Background: an optimization exercise with open tools, aiming at small area. Do not read the settings as production practice.
The RTL was checked by simulation tests, not by an equivalence proof against the original design.

## north
// weakcore
module weakcore(
	input wire clk, input wire rst,
	input wire [31:0] bus_in,
	output wire [31:0] bus_out,
	output wire [31:0] bus_addr,
	output wire bus_req,
	input wire bus_ack,
	output wire bus_wr,
	output wire [3:0] bus_wr_mask);
	reg s_if, s_idle, s_id, s_exe, s_wb;
	reg [31:2] ir;
	reg [31:2] pc;
	reg [31:0] A;
	reg tk;
	wire [2:0] f3 = ir[14:12];
	wire [4:0] rd = ir[11:7];
	wire [4:0] rs1 = ir[19:15];
	wire [4:0] rs2 = ir[24:20];
	wire is_u	= ir[4] & ir[2];		 
	wire is_auipc	= is_u & ~ir[5];
	wire is_alu	= ir[4] & ~ir[2];		 
	wire is_op	= is_alu & ir[5];
	wire is_jump	= ir[6] & ir[2];		 
	wire is_jal	= ir[3];
	wire is_jalr	= is_jump & ~ir[3];
	wire is_br	= ir[6] & ~ir[2];
	wire is_mem	= ~ir[6] & ~ir[4];		 
	wire is_ld	= is_mem & ~ir[5];
	wire is_st	= is_mem & ir[5];
	wire no_wb	= ir[5] & ~ir[4] & ~ir[2];	 
	wire [4:0] ra = s_id ? rs1 : rs2;
	wire [31:0] wdata;
	wire exe_done = ~is_mem | bus_ack;
	wire we = s_exe & ~no_wb & exe_done;
	wire [31:0] rfq [1:31];
	genvar g;
	generate
		for (g = 1; g < 32; g = g + 1) begin : R
			reg [31:0] q;
			always @ (posedge clk)
				if (we && rd == g)
					q <= wdata;
			assign rfq[g] = q;
		end
	endgenerate
	reg [31:0] port;
	integer k;
	always @ (*) begin
		port = 32'b0;
		for (k = 1; k < 32; k = k + 1)
			port = port | (rfq[k] & {32{ra == k}});
	end
	wire [31:0] imm_i = {{21{ir[31]}}, ir[30:20]};
	wire [31:0] imm_s = {{21{ir[31]}}, ir[30:25], ir[11:7]};
	wire [31:0] imm_b = {{20{ir[31]}}, ir[7], ir[30:25], ir[11:8], 1'b0};
	wire [31:0] imm_u = {ir[31:12], 12'b0};
  ...
clock: 10.0 ns
lec_check: 0
cap_margin: 20
core_margin: 2
core_utilization: 40
slew_margin: 20
standard.sh (not shown) runs the stock make flow with config.mk's settings and CLKGATE_MAP_FILE= SYNTH_SCRIPT=/design/flow/synth_recipe.tcl, a recipe that flattens the netlist after the stock synthesis.
==> flow/flow/run.sh <==
#!/bin/bash
set -e
cp standard.sh standard_sh_copy.log
export BUFFER_PORTS_ARGS="-buffer_cell sky130_fd_sc_hd__buf_1"
export CTS_ARGS="-sink_clustering_enable -repair_clock_nets -dont_use_dummy_load"
bash standard.sh finish > standard.log 2>&1
No stage failed in north, and the final checks on the layout all came back clean.
For south, these inputs were changed with respect to north:
Settings: putting CTS_BUF_LIST at sky130_fd_sc_hd__clkbuf_4 sky130_fd_sc_hd__clkbuf_8 where nothing was set.
==> flow/run.sh (new file) <==
#!/bin/bash
# synth_recipe.tcl (not shown) runs the flow's synth.tcl, then flattens the netlist and writes it again
# the make line also repeats each setting of config.mk as NAME=value (left out here)
make -C /OpenROAD-flow-scripts/flow DESIGN_CONFIG=/design/flow/config.mk WORK_HOME=/design/flow/orfs CLKGATE_MAP_FILE= SYNTH_SCRIPT=/design/flow/synth_recipe.tcl finish
removed: flow/flow/run.sh
removed: flow/standard.sh
- Compare south and north | clock skew higher: north
- Per the comparison of south with north, number of clock buffers in the layout climbed 129; setup slack decreased by 0.015 ns relative to the old numbers.
- Re initial core utilization: no difference whatsoever between south and north.
- Sort south and north by final cell count asc -> top: north
- The number of DRC violations after detailed-routing iteration 0 in south sits about 5.5% below the value recorded for north.

Setup of run 1:
The RTL this note starts from:
==> flow/design.v <==
module weakcore(
	input wire clk, input wire rst,
	input wire [31:0] bus_in,
	output wire [31:0] bus_out,
	output wire [31:0] bus_addr,
	output wire bus_req,
	input wire bus_ack,
	output wire bus_wr,
	output wire [3:0] bus_wr_mask);
	reg s_if, s_idle, s_id, s_exe, s_wb;
	reg [31:2] ir;
	reg [31:2] pc;
	reg [31:0] A;
	reg tk;
	wire [2:0] f3 = ir[14:12];
	wire [4:0] rd = ir[11:7];
	wire [4:0] rs1 = ir[19:15];
	wire [4:0] rs2 = ir[24:20];
	wire is_u	= ir[4] & ir[2];		 
	wire is_auipc	= is_u & ~ir[5];
	wire is_alu	= ir[4] & ~ir[2];		 
	wire is_op	= is_alu & ir[5];
	wire is_jump	= ir[6] & ir[2];		 
	wire is_jal	= ir[3];
	wire is_jalr	= is_jump & ~ir[3];
	wire is_br	= ir[6] & ~ir[2];
	wire is_mem	= ~ir[6] & ~ir[4];		 
	wire is_ld	= is_mem & ~ir[5];
	wire is_st	= is_mem & ir[5];
	wire no_wb	= ir[5] & ~ir[4] & ~ir[2];	 
	reg [4:0] ra;
	wire [31:0] wdata;
	wire exe_done = ~is_mem | bus_ack;
	wire wstart = s_exe & ~no_wb & exe_done;
	reg [1:0] phi;
	reg [4:0] wrd;
	reg [3:0] wsh;
	wire wact = |wsh;
	always @ (posedge clk) begin
		ra <= (s_idle | (s_exe & exe_done)) ? rs1 : rs2;
		if (~rst)
			phi <= 2'b00;
		else
			phi <= phi + 2'b01;
		wsh <= {wsh[2:0], wstart};
		if (wstart)
			wrd <= rd;
	end
	wire [7:0] inj;
	wire [31:0] rfq [1:31];
	genvar g, j;
	generate
		for (j = 0; j < 8; j = j + 1) begin : INJ
			assign inj[j] = A[4 * j + {~phi[1], ~phi[0]}];
		end
		for (g = 1; g < 32; g = g + 1) begin : R
			reg [31:0] q;
			wire wsel = wact & (wrd == g);
			wire [31:0] q_next;
			for (j = 0; j < 8; j = j + 1) begin : RING
				assign q_next[4 * j + 3 -: 4] =
					{q[4 * j + 2 -: 3], wsel ? inj[j] : q[4 * j + 3]};
			end
			always @ (posedge clk)
				q <= q_next;
			assign rfq[g] = q;
		end
	endgenerate
	wire [31:0] rsel;
	assign rsel[0] = 1'b0;
	generate
		for (g = 1; g < 32; g = g + 1) begin : RSEL
			assign rsel[g] = (ra == g);
		end
	endgenerate
	wire [31:0] t3 [0:10];
	generate
		for (g = 0; g < 10; g = g + 1) begin : G3
			assign t3[g] = (rfq[3 * g + 1] & {32{rsel[3 * g + 1]}}) |
				       (rfq[3 * g + 2] & {32{rsel[3 * g + 2]}}) |
				       (rfq[3 * g + 3] & {32{rsel[3 * g + 3]}});
		end
	endgenerate
	assign t3[10] = rfq[31] & {32{rsel[31]}};
	wire [31:0] port_phys = ((t3[0] | t3[1]) | (t3[2] | t3[3])) |
				((t3[4] | t3[5]) | (t3[6] | t3[7])) |
				((t3[8] | t3[9]) | t3[10]);
	wire [31:0] port;
	generate
		for (j = 0; j < 32; j = j + 1) begin : UNROT
			assign port[j] = port_phys[(j & ~3) + ((j + phi) & 3)];
		end
	endgenerate
	wire [31:0] imm_i = {{21{ir[31]}}, ir[30:20]};
	wire [31:0] imm_s = {{21{ir[31]}}, ir[30:25], ir[11:7]};
	wire [31:0] imm_b = {{20{ir[31]}}, ir[7], ir[30:25], ir[11:8], 1'b0};
	wire [31:0] imm_u = {ir[31:12], 12'b0};
	wire [31:0] imm_j = {{12{ir[31]}}, ir[19:12], ir[20], ir[30:21], 1'b0};
	wire sel_i = (s_exe & ((is_alu & ~is_op) | is_ld)) |
		     (s_wb & is_jalr);
	wire sel_s = s_exe & is_st;
	wire sel_b = s_wb & is_br & tk;
	wire sel_u = s_exe & is_u;
	wire sel_j = s_wb & is_jal;
	wire sel_4 = (s_exe & is_jump) |
		     (s_wb & ~is_jump & ~(is_br & tk));
	wire sel_p = s_exe & (is_op | is_br);
	wire [31:0] imm = ({32{sel_i}} & imm_i) |
			  ({32{sel_s}} & imm_s) |
			  ({32{sel_b}} & imm_b) |
			  ({32{sel_u}} & imm_u) |
			  ({32{sel_j}} & imm_j) |
			  {29'b0, sel_4, 2'b0};
	wire [31:0] opb = ({32{sel_p}} & port) | imm;
	wire sub = s_exe & (is_br |
		(is_alu & ((f3[2:1] == 2'b01) |
			   (is_op & ir[30] & f3 == 3'b000))));
	wire sh_left = ~f3[2];
	wire sel_r = s_exe & is_alu & (f3[1:0] == 2'b01) & sh_left;
	wire sel_a = s_exe & ~is_u & ~is_jump & ~sel_r;
	wire sel_q = s_wb & is_jalr;	 
	wire [31:0] a_rev;
	generate
		for (g = 0; g < 32; g = g + 1) begin : REV
			assign a_rev[g] = A[31 - g];
		end
	endgenerate
	wire sel_pc = s_if | (s_exe & (is_auipc | is_jump)) |
		      (s_wb & ~is_jalr);
	wire [31:0] op1 = ({32{sel_a}} & A) | ({32{sel_pc}} & {pc, 2'b00}) |
			  ({32{sel_r}} & a_rev) | ({32{sel_q}} & port);
	wire [31:0] op2 = opb ^ {32{sub}};
	wire [32:0] sum = {1'b0, op1} + {1'b0, op2} + {32'b0, sub};
	wire lt = (A[31] ^ opb[31]) ? A[31] : sum[31];
	wire ltu = ~sum[32];
	wire [31:0] x_xor = A ^ opb;
	wire eq = ~|x_xor;
	wire br_cond = f3[2] ? (f3[1] ? ltu : lt) : eq;
	wire taken = br_cond ^ f3[0];
	wire [31:0] sh_in = op1;
	wire sh_fill = ~sh_left & ir[30] & A[31];
	wire [32:0] sh_ext = {sh_fill, sh_in};
	wire [32:0] sh_out = $signed(sh_ext) >>> opb[4:0];
	wire [31:0] sh_rev;
	generate
		for (g = 0; g < 32; g = g + 1) begin : REV2
			assign sh_rev[g] = sh_out[31 - g];
		end
	endgenerate
	reg [31:0] alu;
	always @ (*) begin
		case (f3)
		3'b000: alu = sum[31:0];
		3'b001: alu = sh_rev;
		3'b010: alu = {31'b0, lt};
		3'b011: alu = {31'b0, ltu};
		3'b100: alu = x_xor;
		3'b101: alu = sh_out[31:0];
		3'b110: alu = A | opb;
		default: alu = A & opb;
		endcase
	end
	wire [1:0] ea = sum[1:0];
	wire [15:0] ld_h = ea[1] ? bus_in[31:16] : bus_in[15:0];
	wire [7:0] ld_b = ea[0] ? ld_h[15:8] : ld_h[7:0];
	wire ld_sign = ~f3[2] & (f3[0] ? ld_h[15] : ld_b[7]);
	wire [31:0] ld = {f3[1] ? bus_in[31:16] : {16{ld_sign}},
			  (f3[1:0] == 2'b00) ? {8{ld_sign}} : ld_h[15:8],
			  (f3[1:0] == 2'b00) ? ld_b : ld_h[7:0]};
	assign wdata = is_ld ? ld : (is_alu ? alu : sum[31:0]);
	always @ (posedge clk) begin
		if (~rst) begin
			s_if <= 1'b1;
			s_idle <= 1'b0;
			s_id <= 1'b0;
			s_exe <= 1'b0;
			s_wb <= 1'b0;
		end else begin
			s_if <= s_wb | (s_if & ~bus_ack);
			s_idle <= s_if & bus_ack;
			s_id <= s_idle;
			s_exe <= s_id | (s_exe & ~exe_done);
			s_wb <= s_exe & exe_done;
		end
	end
	always @ (posedge clk) begin
		if (~rst)
			pc <= 30'b0;
		else if (s_wb)
			pc <= sum[31:2];
	end
	always @ (posedge clk) begin
		if (s_if)
			ir <= bus_in[31:2];
		if (s_id)
			A <= port;
		else if (wstart)
			A <= wdata;
		tk <= taken;
	end
	assign bus_req = s_if | (s_exe & is_mem);
	assign bus_wr = s_exe & is_st;
	assign bus_addr = {sum[31:2], 2'b00};
	assign bus_out = {f3[1] ? port[31:24] : (f3[0] ? port[15:8] : port[7:0]),
			  f3[1] ? port[23:16] : port[7:0],
			  (f3[1] | f3[0]) ? port[15:8] : port[7:0],
			  port[7:0]};
	assign bus_wr_mask = f3[1] ? 4'b1111 :
			     f3[0] ? (ea[1] ? 4'b1100 : 4'b0011) :
			     (4'b0001 << ea);
endmodule
==> flow/config.mk <==
export PLATFORM = sky130hd
export DESIGN_NAME = weakcore
export DESIGN_NICKNAME = weakcore
export VERILOG_FILES = /design/flow/design.v
export SDC_FILE = /design/flow/constraint.sdc
export NUM_CORES = 4
export LEC_CHECK = 0
export CAP_MARGIN = 20
export CORE_MARGIN = 2
export CORE_UTILIZATION = 40
export SLEW_MARGIN = 20
==> flow/constraint.sdc <==
create_clock -name core_clock -period 10.0 [get_ports {clk}]
set_input_delay 2.0000 -clock core_clock [delete_from_list [all_inputs] [get_ports {clk}]]
set_output_delay 2.0000 -clock core_clock [all_outputs]
set_load 0.01 [all_outputs]
==> flow/flow/run.sh <==
#!/bin/bash
# Layout flow: the standard ORFS flow (standard.sh) with these changes:
#  - synthesis: the standard script (synth_recipe.tcl) with only ABC's script
#    replaced by flow/area.abc, and no pre-mapped adder cells / Kogge-Stone
#    adder map, so ABC maps the adder logic itself (registers are unchanged);
#  - port buffers use sky130_fd_sc_hd__buf_1;
#  - CTS: clkbuf_16 leaf clusters of up to 25 sinks, no dummy loads.
# Each tool's log is in orfs/logs/; make's output is in flow_make.log.
set -euo pipefail
here=$(pwd)

# synthesis script = synth_recipe.tcl plus an override of the abc command
{
  head -n 1 synth_recipe.tcl
  cat <<'EOT'
proc abc {args} {
  set i [lsearch -exact $args -script]
  if {$i >= 0} { lset args [expr {$i + 1}] $::env(MY_ABC_SCRIPT) }
  yosys abc {*}$args
}
EOT
  tail -n +2 synth_recipe.tcl
} > my_synth.tcl

export MY_ABC_SCRIPT=$here/flow/area.abc
export BUFFER_PORTS_ARGS="-buffer_cell sky130_fd_sc_hd__buf_1"
export CTS_ARGS="-sink_clustering_enable -repair_clock_nets -dont_use_dummy_load -buf_list sky130_fd_sc_hd__clkbuf_16 -sink_clustering_size 25 -sink_clustering_max_diameter 80"

sed -e "s#SYNTH_SCRIPT=[^ ]*#SYNTH_SCRIPT=$here/my_synth.tcl ADDER_MAP_FILE= SYNTH_OPERATIONS_ARGS=-nofsm#" standard.sh > my_standard.sh
bash my_standard.sh finish > flow_make.log 2>&1
==> flow/flow/area.abc <==
strash
&get -n
&st
&dch -f
&nf -R 1000
&put
buffer -c
topo
stime -c
dnsize -c
Run 1 reached the end of the flow, and the finished layout is clean on the timing, DRC and antenna checks.
#### Input delta (run 2 over run 1)
==> flow/flow/area.abc <==
strash
&get -n
&st
&dch -f
&nf
&put
buffer -c
topo
stime -c
dnsize -c
--- a/flow/config.mk
+++ b/flow/config.mk
@@ -8,4 +8,4 @@
 export CAP_MARGIN = 20
 export CORE_MARGIN = 2
-export CORE_UTILIZATION = 40
+export CORE_UTILIZATION = 45
 export SLEW_MARGIN = 20
Results
- Run 2 vs. run 1: number of antenna cells inserted went up, cell area after technology mapping went up.
- Run 2 -> run 1: overall overflow remaining after global route delta 0, exact match
- Total number of cells along the worst setup path: run 2 vs run 1 down 4
## Diff of input files: run 3 against run 2
--- a/flow/flow/area.abc
+++ b/flow/flow/area.abc
@@ -8,3 +8,4 @@
 topo
 stime -c
+upsize -c
 dnsize -c
--- a/flow/config.mk
+++ b/flow/config.mk
@@ -8,4 +8,4 @@
 export CAP_MARGIN = 20
 export CORE_MARGIN = 2
-export CORE_UTILIZATION = 45
+export CORE_UTILIZATION = 40
 export SLEW_MARGIN = 20
Results
Summary of the comparison: share of the clock period used by the worst path after layout is higher in run 3, relative to run 2.
[run 3] weighted congestion reported at the end of routability-driven placement fell 6.4% relative to run 2
Compared run 2 against run 3; adder-cell area share of the yosys netlist within noise.
Run 3 vs. run 2: count of filler cells inserted in the layout rose by about 16%, non-clock buffer count fell by 34.
The slack of the critical path of run 3 was inferior to that of run 2.

re-timing with driven ports:
The flow's constraints put no driver on any port. The routed layouts listed below were extracted and timed again, unchanged, in two steps.
Step 1, drivers: a clkbuf_16 drives clk and a buf_2 each remaining input, both assumed.
Step 2 moves the port delays by t, midway between the first and last clock arrival at a register: inputs arrive t later, outputs are due t later. That takes back most of the time a late clock gives input paths.
a / b / c = ideal / step 1 / step 2; a / b = the first two.
| run | shift t [ns] | setup slack, ns | worst slew at a driven data input, ns |
|---|---|---|---|
| north | 0.772 | 0.249 / 0.161 / 0.933 | 0.13 |
| south | 0.953 | 0.234 / 0.153 / 1.106 | 0.07 |
| run 1 | 0.699 | 0.326 / 0.252 / 0.951 | 0.04 |
| run 2 | 0.692 | 0.283 / 0.210 / 0.902 | 0.07 |
| run 3 | 0.710 | 0.217 / 0.146 / 0.856 | 0.04 |
After both steps every run listed still meets setup and hold.
